From an optimization exercise on the open Yosys and OpenROAD flow, aimed at small area, a short achievable clock period and few clock cycles; shortcuts taken in it are not production practice.

==> run P <==
==> flow/design.v <==
module cpu_pl(
    input clk,
    input rst,
    output [31:0] imem_addr,
    input [31:0] imem_rdata,
    output [31:0] dmem_addr,
    output [31:0] dmem_wdata,
    output [3:0] dmem_wstrb,
    input [31:0] dmem_rdata
);
reg [7:0] pc;
reg [7:0] ras;           
reg d_valid;
reg [31:0] d_inst;
reg [7:0] d_pc;
reg [7:0] d_alt;         
reg [31:1] d_sel1, d_sel2;   
reg d_x2i1, d_x3i1, d_x2i2, d_x3i2;   
reg d_byp1, d_byp2;      
reg e_we, e_ld, e_st, e_br, e_jalr;
reg [4:0] e_rd;
reg [9:0] e_agu;         
reg [2:0] e_mf3;         
reg [3:0] e_lane;        
reg e_word;              
reg e_h_lo, e_h_hi;      
reg [3:0] e_sgn;         
reg [31:0] e_a, e_b;
reg [11:0] e_i;          
reg [2:0] e_f3;          
reg e_arith;
reg [9:0] e_op;          
reg e_pred;
reg [7:0] e_alt;
reg w_we;
reg [4:0] w_rd;
reg [31:0] w_res;
reg [31:0] w_sdata;
reg [3:0] w_strb;
reg [31:0] m_addr;
reg [31:0] rf [1:31];
reg [31:1] rf_v;
wire stall;              
wire redirect;
wire [7:0] redirect_pc;
wire [31:0] alu;
wire [7:0] f_next, f_alt;
wire f_push;
cpl_fetch fetch (
    .fi(imem_rdata), .pc(pc), .ras(ras),
    .next(f_next), .alt(f_alt), .push(f_push)
);
assign imem_addr = {18'b0, 2'b11, 2'b00, pc, 2'b00};
always @(posedge clk or posedge rst) begin
    if (rst) begin
        pc <= 8'd0;
        ras <= 8'd0;
        d_valid <= 1'b0;
    end else begin
        if (redirect) pc <= redirect_pc;
        else if (!stall) pc <= f_next;
        if (!stall && f_push) ras <= pc + 8'd1;
        if (redirect) d_valid <= 1'b0;
        else if (!stall) d_valid <= 1'b1;
    end
end
always @(posedge clk) begin
    if (!stall) begin
        d_inst <= imem_rdata;
        d_pc <= pc;
        d_alt <= f_alt;
    end
end
wire [4:0] n_rs1 = stall ? d_inst[19:15] : imem_rdata[19:15];
wire [4:0] n_rs2 = stall ? d_inst[24:20] : imem_rdata[24:20];
wire n_byp1 = e_we && e_rd == n_rs1;
wire n_byp2 = e_we && e_rd == n_rs2;
wire [31:1] n_v;
genvar gr;
generate
    for (gr = 1; gr < 32; gr = gr + 1) begin : rsel
        assign n_v[gr] = rf_v[gr] | (w_we && w_rd == gr);
        always @(posedge clk) begin
            d_sel1[gr] <= n_rs1 == gr && n_v[gr] && !n_byp1;
            d_sel2[gr] <= n_rs2 == gr && n_v[gr] && !n_byp2;
        end
    end
endgenerate
always @(posedge clk) begin
    d_byp1 <= n_byp1;
    d_byp2 <= n_byp2;
    d_x2i1 <= n_rs1 == 5'd2 && !n_v[2] && !n_byp1;
    d_x3i1 <= n_rs1 == 5'd3 && !n_v[3] && !n_byp1;
    d_x2i2 <= n_rs2 == 5'd2 && !n_v[2] && !n_byp2;
    d_x3i2 <= n_rs2 == 5'd3 && !n_v[3] && !n_byp2;
end
wire [4:0] op = d_inst[6:2];
wire [2:0] f3 = d_inst[14:12];
wire [4:0] rs1 = d_inst[19:15];
wire [4:0] rs2 = d_inst[24:20];
wire [4:0] rd = d_inst[11:7];
wire i_lui = op == 5'b01101;
wire i_auipc = op == 5'b00101;
wire i_jal = op == 5'b11011;
wire i_jalr = op == 5'b11001;
wire i_br = op == 5'b11000;
wire i_ld = op == 5'b00000;
wire i_st = op == 5'b01000;
wire i_opi = op == 5'b00100;
wire i_op = op == 5'b01100;
wire uses1 = ~(i_lui | i_auipc | i_jal);
wire uses2 = i_op | i_br | i_st;
wire writes = (i_lui | i_auipc | i_jal | i_jalr | i_ld | i_opi | i_op) && rd != 5'd0;
wire [31*32-1:0] rf_flat;
generate
    for (gr = 1; gr < 32; gr = gr + 1) begin : rflat
        assign rf_flat[(gr-1)*32 +: 32] = rf[gr];
    end
endgenerate
wire [31:0] rv1, rv2;
cpl_rfread read1 (
    .rf(rf_flat), .sel(d_sel1), .byp(d_byp1), .x2i(d_x2i1), .x3i(d_x3i1),
    .wres(w_res), .rv(rv1)
);
cpl_rfread read2 (
    .rf(rf_flat), .sel(d_sel2), .byp(d_byp2), .x2i(d_x2i2), .x3i(d_x3i2),
    .wres(w_res), .rv(rv2)
);
always @(posedge clk or posedge rst) begin
    if (rst) rf_v <= 31'b0;
    else if (w_we) rf_v[w_rd] <= 1'b1;
end
always @(posedge clk) begin
    if (w_we) rf[w_rd] <= w_res;
end
wire [9:0] d_agu;
cpl_add10 agu (.a(rv1[9:0]), .b(d_inst[29:20]), .s(d_agu));
assign stall = d_valid && (((i_ld | i_jalr) && e_we && e_rd == rs1) || (i_ld && e_st));
wire fwd1 = uses1 && e_we && e_rd == rs1;
wire fwd2 = uses2 && e_we && e_rd == rs2;
wire [8:0] d_inc = {1'b0, d_pc} + 9'd1;
wire [31:0] link = {18'b0, 2'b11, 1'b0, d_inc, 2'b00};
wire [31:0] pcfull = {18'b0, 2'b11, 2'b00, d_pc, 2'b00};
wire [31:0] imm_i = {{20{d_inst[31]}}, d_inst[31:20]};
wire [31:0] imm_u = {d_inst[31:12], 12'b0};
wire [31:0] a_id = i_auipc ? pcfull : rv1;
wire [31:0] b_id = (i_lui | i_auipc) ? imm_u : (i_jal | i_jalr) ? link : i_opi ? imm_i : rv2;
always @(posedge clk or posedge rst) begin
    if (rst) begin
        e_we <= 1'b0; e_ld <= 1'b0; e_st <= 1'b0; e_br <= 1'b0; e_jalr <= 1'b0;
    end else if (redirect || stall || !d_valid) begin
        e_we <= 1'b0; e_ld <= 1'b0; e_st <= 1'b0; e_br <= 1'b0; e_jalr <= 1'b0;
    end else begin
        e_we <= writes;
        e_ld <= i_ld;
        e_st <= i_st;
        e_br <= i_br;
        e_jalr <= i_jalr;
    end
end
wire [3:0] lane = 4'b0001 << d_agu[1:0];
wire l_half = ~f3[1] & f3[0];
wire l_byte = ~f3[1] & ~f3[0];
wire l_signed = ~f3[2];
wire [31:0] e_a_d, e_b_d, ex_res;
cpl_operand opnd (
    .rdata(dmem_rdata), .lane(e_lane), .word(e_word), .h_lo(e_h_lo), .h_hi(e_h_hi),
    .sgn(e_sgn), .alu(alu),
    .fa_ld(fwd1 & e_ld), .fa_alu(fwd1 & ~e_ld), .a_id(a_id),
    .fb_ld(fwd2 & e_ld), .fb_alu(fwd2 & ~e_ld), .b_id(b_id),
    .ld_on(e_ld), .a_d(e_a_d), .b_d(e_b_d), .res(ex_res)
);
always @(posedge clk) begin
    e_rd <= rd;
    e_agu <= d_agu;
    e_mf3 <= f3;
    e_lane <= lane;
    e_word <= f3[1];
    e_h_lo <= f3[1] | (l_half & lane[0]);
    e_h_hi <= l_half & lane[2];
    e_sgn <= {4{l_signed}} & ((l_byte ? lane : 4'b0) | (l_half ? {lane[2], 1'b0, lane[0], 1'b0} : 4'b0));
    e_a <= e_a_d;
    e_b <= e_b_d;
    e_i <= {d_inst[31:25], d_inst[11:7]};
    e_f3 <= (i_opi | i_op | i_br) ? f3 : 3'b000;
    e_arith <= d_inst[30];
    e_op <= (i_lui | i_jal | i_jalr) ? 10'b0100000000 :
            (i_op && f3 == 3'b000 && d_inst[30]) ? 10'b1000000000 :
            (i_opi | i_op) ? (10'b0000000001 << f3) : 10'b0000000001;
    e_pred <= d_inst[31];
    e_alt <= d_alt;
end
wire c_eq, c_lt, c_ltu;
wire [31:0] diff;
cpl_cmp cmp (.a(e_a), .b(e_b), .diff(diff), .eq(c_eq), .lt(c_lt), .ltu(c_ltu));
cpl_alu alu_u (
    .a(e_a), .b(e_b), .op(e_op), .diff(diff), .arith(e_arith), .lt(c_lt), .ltu(c_ltu),
    .y(alu)
);
wire cond = (e_f3[2] ? (e_f3[1] ? c_ltu : c_lt) : c_eq) ^ e_f3[0];
wire br_mis = e_br && (cond != e_pred);
wire jalr_mis = e_jalr && (e_agu[9:2] != e_alt);
assign redirect = br_mis | jalr_mis;
assign redirect_pc = e_jalr ? e_agu[9:2] : e_alt;
wire [31:0] st_addr = e_a + {{20{e_i[11]}}, e_i};
wire [31:0] sdata = e_mf3[1] ? e_b : e_mf3[0] ? {2{e_b[15:0]}} : {4{e_b[7:0]}};
wire [3:0] strb = e_mf3[1] ? 4'b1111 : e_mf3[0] ? (st_addr[1] ? 4'b1100 : 4'b0011) : (4'b0001 << st_addr[1:0]);
always @(posedge clk or posedge rst) begin
    if (rst) begin
        w_we <= 1'b0;
        w_strb <= 4'b0;
    end else begin
        w_we <= e_we;
        w_strb <= e_st ? strb : 4'b0;
    end
end
always @(posedge clk) begin
    w_rd <= e_rd;
    w_res <= ex_res;
    w_sdata <= sdata;
    m_addr[31:10] <= st_addr[31:10];
    m_addr[1:0] <= st_addr[1:0];
    m_addr[9:2] <= e_st ? st_addr[9:2] : d_agu[9:2];
end
assign dmem_addr = m_addr;
assign dmem_wdata = w_sdata;
assign dmem_wstrb = w_strb;
endmodule
module cpl_fetch(
    input [31:0] fi,
    input [7:0] pc,
    input [7:0] ras,
    output [7:0] next,
    output [7:0] alt,
    output push
);
wire jal = fi[6:2] == 5'b11011;
wire br = fi[6:2] == 5'b11000;
wire jalr = fi[6:2] == 5'b11001;
wire [7:0] tgt_j = pc + fi[29:22];
wire [7:0] tgt_b = pc + {fi[29:25], fi[11:9]};
wire [7:0] inc = pc + 8'd1;
assign next = jal ? tgt_j : (br & fi[31]) ? tgt_b : jalr ? ras : inc;
assign alt = br ? (fi[31] ? inc : tgt_b) : ras;
assign push = (jal | jalr) && fi[11:7] == 5'd1;
endmodule
module cpl_rfread(
    input [31*32-1:0] rf,
    input [31:1] sel,
    input byp,
    input x2i,
    input x3i,
    input [31:0] wres,
    output [31:0] rv
);
reg [31:0] r;
integer i;
always @(*) begin
    r = ({32{byp}} & wres) | (x2i ? 32'h00002ffc : 32'h0) | (x3i ? 32'h00001800 : 32'h0);
    for (i = 1; i < 32; i = i + 1)
        r = r | (rf[(i-1)*32 +: 32] & {32{sel[i]}});
end
assign rv = r;
endmodule
module cpl_add10(
    input [9:0] a,
    input [9:0] b,
    output [9:0] s
);
assign s = a + b;
endmodule
module cpl_operand(
    input [31:0] rdata,
    input [3:0] lane,
    input word,
    input h_lo,
    input h_hi,
    input [3:0] sgn,
    input [31:0] alu,
    input fa_ld,
    input fa_alu,
    input [31:0] a_id,
    input fb_ld,
    input fb_alu,
    input [31:0] b_id,
    input ld_on,
    output [31:0] a_d,
    output [31:0] b_d,
    output [31:0] res
);
wire [7:0] b0 = ({8{lane[0]}} & rdata[7:0]) | ({8{lane[1]}} & rdata[15:8])
              | ({8{lane[2]}} & rdata[23:16]) | ({8{lane[3]}} & rdata[31:24]);
wire s = |(sgn & {rdata[31], rdata[23], rdata[15], rdata[7]});
wire [7:0] b1 = ({8{h_lo}} & rdata[15:8]) | ({8{h_hi}} & rdata[31:24]) | ({8{~h_lo & ~h_hi}} & {8{s}});
wire [15:0] hi = word ? rdata[31:16] : {16{s}};
wire [31:0] ld = {hi, b1, b0};
assign a_d = ({32{fa_ld}} & ld) | ({32{fa_alu}} & alu) | ({32{~fa_ld & ~fa_alu}} & a_id);
assign b_d = ({32{fb_ld}} & ld) | ({32{fb_alu}} & alu) | ({32{~fb_ld & ~fb_alu}} & b_id);
assign res = ld_on ? ld : alu;
endmodule
module cpl_cmp(
    input [31:0] a,
    input [31:0] b,
    output [31:0] diff,
    output eq,
    output lt,
    output ltu
);
wire [32:0] d = {1'b0, a} - {1'b0, b};
assign diff = d[31:0];
assign eq = a == b;
assign ltu = d[32];
assign lt = (a[31] ^ b[31]) ? a[31] : ltu;
endmodule
module cpl_alu(
    input [31:0] a,
    input [31:0] b,
    input [9:0] op,
    input [31:0] diff,
    input arith,
    input lt,
    input ltu,
    output [31:0] y
);
wire [31:0] sum = a + b;
wire [31:0] l0 = b[0] ? {a[30:0], 1'b0} : a;
wire [31:0] l1 = b[1] ? {l0[29:0], 2'b0} : l0;
wire [31:0] l2 = b[2] ? {l1[27:0], 4'b0} : l1;
wire [31:0] l3 = b[3] ? {l2[23:0], 8'b0} : l2;
wire [31:0] shl = b[4] ? {l3[15:0], 16'b0} : l3;
wire f = arith & a[31];
wire [31:0] r0 = b[0] ? {f, a[31:1]} : a;
wire [31:0] r1 = b[1] ? {{2{f}}, r0[31:2]} : r0;
wire [31:0] r2 = b[2] ? {{4{f}}, r1[31:4]} : r1;
wire [31:0] r3 = b[3] ? {{8{f}}, r2[31:8]} : r2;
wire [31:0] shr = b[4] ? {{16{f}}, r3[31:16]} : r3;
assign y = ({32{op[0]}} & sum) | ({32{op[1]}} & shl) | {31'b0, op[2] & lt} | {31'b0, op[3] & ltu}
         | ({32{op[4]}} & (a ^ b)) | ({32{op[5]}} & shr) | ({32{op[6]}} & (a | b))
         | ({32{op[7]}} & (a & b)) | ({32{op[8]}} & b) | ({32{op[9]}} & diff);
endmodule
==> flow/flow/run.sh <==
#!/bin/bash
# Layout flow: the standard flow (standard.sh), with the port buffers made
# of a fast buffer cell and timing repair aimed below the clock period.
set -euo pipefail
bash standard.sh synth > flow_synth.log 2>&1
bash standard.sh \
    "BUFFER_PORTS_ARGS=-buffer_cell sky130_fd_sc_hd__buf_4" \
    "SETUP_SLACK_MARGIN=${MARGIN:-7}" \
    finish > flow_layout.log 2>&1
==> flow/standard.sh <==
#!/bin/bash
# synth_recipe.tcl (not shown) runs the flow's synth.tcl, then flattens the netlist and writes it again
# the make line also repeats each setting of config.mk as NAME=value (left out here)
make -C /OpenROAD-flow-scripts/flow DESIGN_CONFIG=/design/flow/config.mk WORK_HOME=/design/flow/orfs CLKGATE_MAP_FILE= SYNTH_SCRIPT=/design/flow/synth_recipe.tcl "${@:-finish}"
==> flow/config.mk <==
export PLATFORM = sky130hd
export DESIGN_NAME = cpu_pl
export DESIGN_NICKNAME = cpu_pl
export VERILOG_FILES = /design/flow/design.v
export SDC_FILE = /design/flow/constraint.sdc
export NUM_CORES = 8
export LEC_CHECK = 0
export CAP_MARGIN = 20
export CORE_MARGIN = 2
export CORE_UTILIZATION = 40
export GPL_TIMING_DRIVEN = 1
export PLACE_DENSITY = 0.5
export SLEW_MARGIN = 20
export SYNTH_HIERARCHICAL = 1
export SYNTH_MINIMUM_KEEP_SIZE = 0
==> flow/constraint.sdc <==
create_clock -name core_clock -period 10.5 [get_ports {clk}]
set_input_delay 2.1000 -clock core_clock [delete_from_list [all_inputs] [get_ports {clk}]]
set_output_delay 2.1000 -clock core_clock [all_outputs]
set_load 0.01 [all_outputs]
==> run G (differences from run P) <==
==> flow/design.v, changed modules only <==
module cpu_pl(
    input clk,
    input rst,
    output [31:0] imem_addr,
    input [31:0] imem_rdata,
    output [31:0] dmem_addr,
    output [31:0] dmem_wdata,
    output [3:0] dmem_wstrb,
    input [31:0] dmem_rdata
);
reg [7:0] pc;
reg [7:0] ras;           
reg d_valid;
reg [31:0] d_inst;
reg [7:0] d_pc;
reg [7:0] d_alt;         
reg [31:1] d_sel1, d_sel2;   
reg d_x2i1, d_x3i1, d_x2i2, d_x3i2;   
reg d_byp1, d_byp2;      
reg e_we, e_ld, e_st, e_br, e_jalr;
reg [4:0] e_rd;
reg [9:0] e_agu;         
reg [2:0] e_mf3;         
reg [3:0] e_lane;        
reg e_word;              
reg e_h_lo, e_h_hi;      
reg [3:0] e_sgn;         
reg [31:0] e_a, e_b;
reg [11:0] e_i;          
reg [2:0] e_f3;          
reg e_sub, e_arith, e_passb;
reg e_pred;
reg [7:0] e_alt;
reg w_we;
reg [4:0] w_rd;
reg [31:0] w_res;
reg [31:0] w_sdata;
reg [3:0] w_strb;
reg [31:0] m_addr;
reg [31:0] rf [1:31];
reg [31:1] rf_v;
wire stall;              
wire redirect;
wire [7:0] redirect_pc;
wire [31:0] alu;
wire [7:0] f_next, f_alt;
wire f_push;
cpl_fetch fetch (
    .fi(imem_rdata), .pc(pc), .ras(ras),
    .next(f_next), .alt(f_alt), .push(f_push)
);
assign imem_addr = {18'b0, 2'b11, 2'b00, pc, 2'b00};
always @(posedge clk or posedge rst) begin
    if (rst) begin
        pc <= 8'd0;
        ras <= 8'd0;
        d_valid <= 1'b0;
    end else begin
        if (redirect) pc <= redirect_pc;
        else if (!stall) pc <= f_next;
        if (!stall && f_push) ras <= pc + 8'd1;
        if (redirect) d_valid <= 1'b0;
        else if (!stall) d_valid <= 1'b1;
    end
end
always @(posedge clk) begin
    if (!stall) begin
        d_inst <= imem_rdata;
        d_pc <= pc;
        d_alt <= f_alt;
    end
end
wire [4:0] n_rs1 = stall ? d_inst[19:15] : imem_rdata[19:15];
wire [4:0] n_rs2 = stall ? d_inst[24:20] : imem_rdata[24:20];
wire n_byp1 = e_we && e_rd == n_rs1;
wire n_byp2 = e_we && e_rd == n_rs2;
wire [31:1] n_v;
genvar gr;
generate
    for (gr = 1; gr < 32; gr = gr + 1) begin : rsel
        assign n_v[gr] = rf_v[gr] | (w_we && w_rd == gr);
        always @(posedge clk) begin
            d_sel1[gr] <= n_rs1 == gr && n_v[gr] && !n_byp1;
            d_sel2[gr] <= n_rs2 == gr && n_v[gr] && !n_byp2;
        end
    end
endgenerate
always @(posedge clk) begin
    d_byp1 <= n_byp1;
    d_byp2 <= n_byp2;
    d_x2i1 <= n_rs1 == 5'd2 && !n_v[2] && !n_byp1;
    d_x3i1 <= n_rs1 == 5'd3 && !n_v[3] && !n_byp1;
    d_x2i2 <= n_rs2 == 5'd2 && !n_v[2] && !n_byp2;
    d_x3i2 <= n_rs2 == 5'd3 && !n_v[3] && !n_byp2;
end
wire [4:0] op = d_inst[6:2];
wire [2:0] f3 = d_inst[14:12];
wire [4:0] rs1 = d_inst[19:15];
wire [4:0] rs2 = d_inst[24:20];
wire [4:0] rd = d_inst[11:7];
wire i_lui = op == 5'b01101;
wire i_auipc = op == 5'b00101;
wire i_jal = op == 5'b11011;
wire i_jalr = op == 5'b11001;
wire i_br = op == 5'b11000;
wire i_ld = op == 5'b00000;
wire i_st = op == 5'b01000;
wire i_opi = op == 5'b00100;
wire i_op = op == 5'b01100;
wire uses1 = ~(i_lui | i_auipc | i_jal);
wire uses2 = i_op | i_br | i_st;
wire writes = (i_lui | i_auipc | i_jal | i_jalr | i_ld | i_opi | i_op) && rd != 5'd0;
wire [31*32-1:0] rf_flat;
generate
    for (gr = 1; gr < 32; gr = gr + 1) begin : rflat
        assign rf_flat[(gr-1)*32 +: 32] = rf[gr];
    end
endgenerate
wire [31:0] rv1, rv2;
cpl_rfread read1 (
    .rf(rf_flat), .sel(d_sel1), .byp(d_byp1), .x2i(d_x2i1), .x3i(d_x3i1),
    .wres(w_res), .rv(rv1)
);
cpl_rfread read2 (
    .rf(rf_flat), .sel(d_sel2), .byp(d_byp2), .x2i(d_x2i2), .x3i(d_x3i2),
    .wres(w_res), .rv(rv2)
);
always @(posedge clk or posedge rst) begin
    if (rst) rf_v <= 31'b0;
    else if (w_we) rf_v[w_rd] <= 1'b1;
end
always @(posedge clk) begin
    if (w_we) rf[w_rd] <= w_res;
end
wire [9:0] d_agu;
cpl_add10 agu (.a(rv1[9:0]), .b(d_inst[29:20]), .s(d_agu));
assign stall = d_valid && (((i_ld | i_jalr) && e_we && e_rd == rs1) || (i_ld && e_st));
wire fwd1 = uses1 && e_we && e_rd == rs1;
wire fwd2 = uses2 && e_we && e_rd == rs2;
wire [8:0] d_inc = {1'b0, d_pc} + 9'd1;
wire [31:0] link = {18'b0, 2'b11, 1'b0, d_inc, 2'b00};
wire [31:0] pcfull = {18'b0, 2'b11, 2'b00, d_pc, 2'b00};
wire [31:0] imm_i = {{20{d_inst[31]}}, d_inst[31:20]};
wire [31:0] imm_u = {d_inst[31:12], 12'b0};
wire [31:0] a_id = i_auipc ? pcfull : rv1;
wire [31:0] b_id = (i_lui | i_auipc) ? imm_u : (i_jal | i_jalr) ? link : i_opi ? imm_i : rv2;
always @(posedge clk or posedge rst) begin
    if (rst) begin
        e_we <= 1'b0; e_ld <= 1'b0; e_st <= 1'b0; e_br <= 1'b0; e_jalr <= 1'b0;
    end else if (redirect || stall || !d_valid) begin
        e_we <= 1'b0; e_ld <= 1'b0; e_st <= 1'b0; e_br <= 1'b0; e_jalr <= 1'b0;
    end else begin
        e_we <= writes;
        e_ld <= i_ld;
        e_st <= i_st;
        e_br <= i_br;
        e_jalr <= i_jalr;
    end
end
wire [3:0] lane = 4'b0001 << d_agu[1:0];
wire l_half = ~f3[1] & f3[0];
wire l_byte = ~f3[1] & ~f3[0];
wire l_signed = ~f3[2];
wire [31:0] e_a_d, e_b_d, ex_res;
cpl_operand opnd (
    .rdata(dmem_rdata), .lane(e_lane), .word(e_word), .h_lo(e_h_lo), .h_hi(e_h_hi),
    .sgn(e_sgn), .alu(alu),
    .fa_ld(fwd1 & e_ld), .fa_alu(fwd1 & ~e_ld), .a_id(a_id),
    .fb_ld(fwd2 & e_ld), .fb_alu(fwd2 & ~e_ld), .b_id(b_id),
    .ld_on(e_ld), .a_d(e_a_d), .b_d(e_b_d), .res(ex_res)
);
always @(posedge clk) begin
    e_rd <= rd;
    e_agu <= d_agu;
    e_mf3 <= f3;
    e_lane <= lane;
    e_word <= f3[1];
    e_h_lo <= f3[1] | (l_half & lane[0]);
    e_h_hi <= l_half & lane[2];
    e_sgn <= {4{l_signed}} & ((l_byte ? lane : 4'b0) | (l_half ? {lane[2], 1'b0, lane[0], 1'b0} : 4'b0));
    e_a <= e_a_d;
    e_b <= e_b_d;
    e_i <= {d_inst[31:25], d_inst[11:7]};
    e_f3 <= (i_opi | i_op | i_br) ? f3 : 3'b000;
    e_sub <= i_op && f3 == 3'b000 && d_inst[30];
    e_arith <= d_inst[30];
    e_passb <= i_lui | i_jal | i_jalr;
    e_pred <= d_inst[31];
    e_alt <= d_alt;
end
cpl_alu alu_u (
    .a(e_a), .b(e_b), .f3(e_f3), .sub(e_sub), .arith(e_arith), .passb(e_passb),
    .y(alu)
);
wire br_mis;
cpl_branch branch (
    .a(e_a), .b(e_b), .f3(e_f3), .pred(e_pred), .br(e_br), .mis(br_mis)
);
wire jalr_mis = e_jalr && (e_agu[9:2] != e_alt);
assign redirect = br_mis | jalr_mis;
assign redirect_pc = e_jalr ? e_agu[9:2] : e_alt;
wire [31:0] st_addr = e_a + {{20{e_i[11]}}, e_i};
wire [31:0] sdata = e_mf3[1] ? e_b : e_mf3[0] ? {2{e_b[15:0]}} : {4{e_b[7:0]}};
wire [3:0] strb = e_mf3[1] ? 4'b1111 : e_mf3[0] ? (st_addr[1] ? 4'b1100 : 4'b0011) : (4'b0001 << st_addr[1:0]);
always @(posedge clk or posedge rst) begin
    if (rst) begin
        w_we <= 1'b0;
        w_strb <= 4'b0;
    end else begin
        w_we <= e_we;
        w_strb <= e_st ? strb : 4'b0;
    end
end
always @(posedge clk) begin
    w_rd <= e_rd;
    w_res <= ex_res;
    w_sdata <= sdata;
    m_addr[31:10] <= st_addr[31:10];
    m_addr[1:0] <= st_addr[1:0];
    m_addr[9:2] <= e_st ? st_addr[9:2] : d_agu[9:2];
end
assign dmem_addr = m_addr;
assign dmem_wdata = w_sdata;
assign dmem_wstrb = w_strb;
endmodule
module cpl_alu(
    input [31:0] a,
    input [31:0] b,
    input [2:0] f3,
    input sub,
    input arith,
    input passb,
    output reg [31:0] y
);
wire [31:0] sum = a + (sub ? ~b : b) + {31'b0, sub};
wire ltu = a < b;
wire lt = (a[31] ^ b[31]) ? a[31] : ltu;
wire left = ~f3[2];
wire [31:0] sh_in;
wire [31:0] sh_out;
genvar gi;
generate
    for (gi = 0; gi < 32; gi = gi + 1) begin : rev
        assign sh_in[gi] = left ? a[31 - gi] : a[gi];
    end
endgenerate
wire [63:0] sh_wide = {{32{arith & a[31] & ~left}}, sh_in} >> b[4:0];
wire [31:0] sh_r = sh_wide[31:0];
generate
    for (gi = 0; gi < 32; gi = gi + 1) begin : rev2
        assign sh_out[gi] = left ? sh_r[31 - gi] : sh_r[gi];
    end
endgenerate
always @(*) begin
    if (passb) y = b;
    else case (f3)
        3'b000: y = sum;
        3'b001: y = sh_out;
        3'b010: y = {31'b0, lt};
        3'b011: y = {31'b0, ltu};
        3'b100: y = a ^ b;
        3'b101: y = sh_out;
        3'b110: y = a | b;
        default: y = a & b;
    endcase
end
endmodule
module cpl_branch(
    input [31:0] a,
    input [31:0] b,
    input [2:0] f3,
    input pred,
    input br,
    output mis
);
wire eq = a == b;
wire ltu = a < b;
wire lt = (a[31] ^ b[31]) ? a[31] : ltu;
wire cond = (f3[2] ? (f3[1] ? ltu : lt) : eq) ^ f3[0];
assign mis = br && (cond != pred);
endmodule
// module cpl_cmp removed
==> reports/results.ini <==
[placed_design]
hpwl_um = 205000

[run_status]
outcome = complete, no violations

[route]
detailed_router_iteration_count_before_antenna_repair = 10
routed_via_density = 7.08

[clock_tree]
clk-insertion-delay-late_ns = 0.84

[global_routing]
global_route.usage.met1_pct = 49.3
globalRouteTotalUtil_pct = 40.1

[finish]
num-multi-input-gates = 3961

[end of results for run P]
==> reports/results.ini <==
[run_status]
outcome = complete, no violations

[finish]
num-multi-input-gates = 3836
sh_seq_area_pct = 47.6
antennaDiodeCount = 13

[global_routing]
globalRouteTotalUtil_pct = 37.2
global_route.usage.met1_pct = 49.1

[placed_design]
hpwl_um = 196000

[clock_tree]
ctsRootBufferMaster = sky130_fd_sc_hd__clkbuf_16
clk-insertion-delay-late_ns = 0.82

[route]
total_length_of_routed_met2_wires_um = 146000

[worst_setup_path]
worst-path-max-fanout = 6
timing.critical_path.from = e_sub
timing.critical_path.to_type = flop

[end of results for run G]
No functional check of the RTL was part of any run of this note.

[static timing again, ports no longer ideal]
The flow's constraints put no driver on any port. The routed layouts listed below were extracted and timed again, unchanged, in two steps.
Step 1 (the two cells are an assumption about what drives the block):
set clk [get_ports {clk}]
set_driving_cell -lib_cell sky130_fd_sc_hd__clkbuf_16 $clk
set_driving_cell -lib_cell sky130_fd_sc_hd__buf_2 [delete_from_list [all_inputs] $clk]
Step 2 times the ports against the registers' clock, not the clock port: input delays grow and output delays shrink by t, the midpoint of the rising clock arrivals with the driver on.
Slacks: no drivers / after step 1 / after step 2; pairs: no drivers / after step 1.
run | t (ns) | setup slack, ns | worst hold slack (ns) | slew at the worst register clock pin (ns)
run P | 0.912 | 6.600 / 6.600 / 6.140 | 0.339 / 0.339 / 0.339 | 0.07 / 0.07
run G | 0.883 | 6.751 / 6.751 / 6.094 | 0.340 / 0.340 / 0.340 | 0.06 / 0.06
After both steps setup and hold are still met in every run listed. For run G, which loses most, drivers alone change the setup slack by 0.000 ns; drivers and shift together by -0.657 ns.
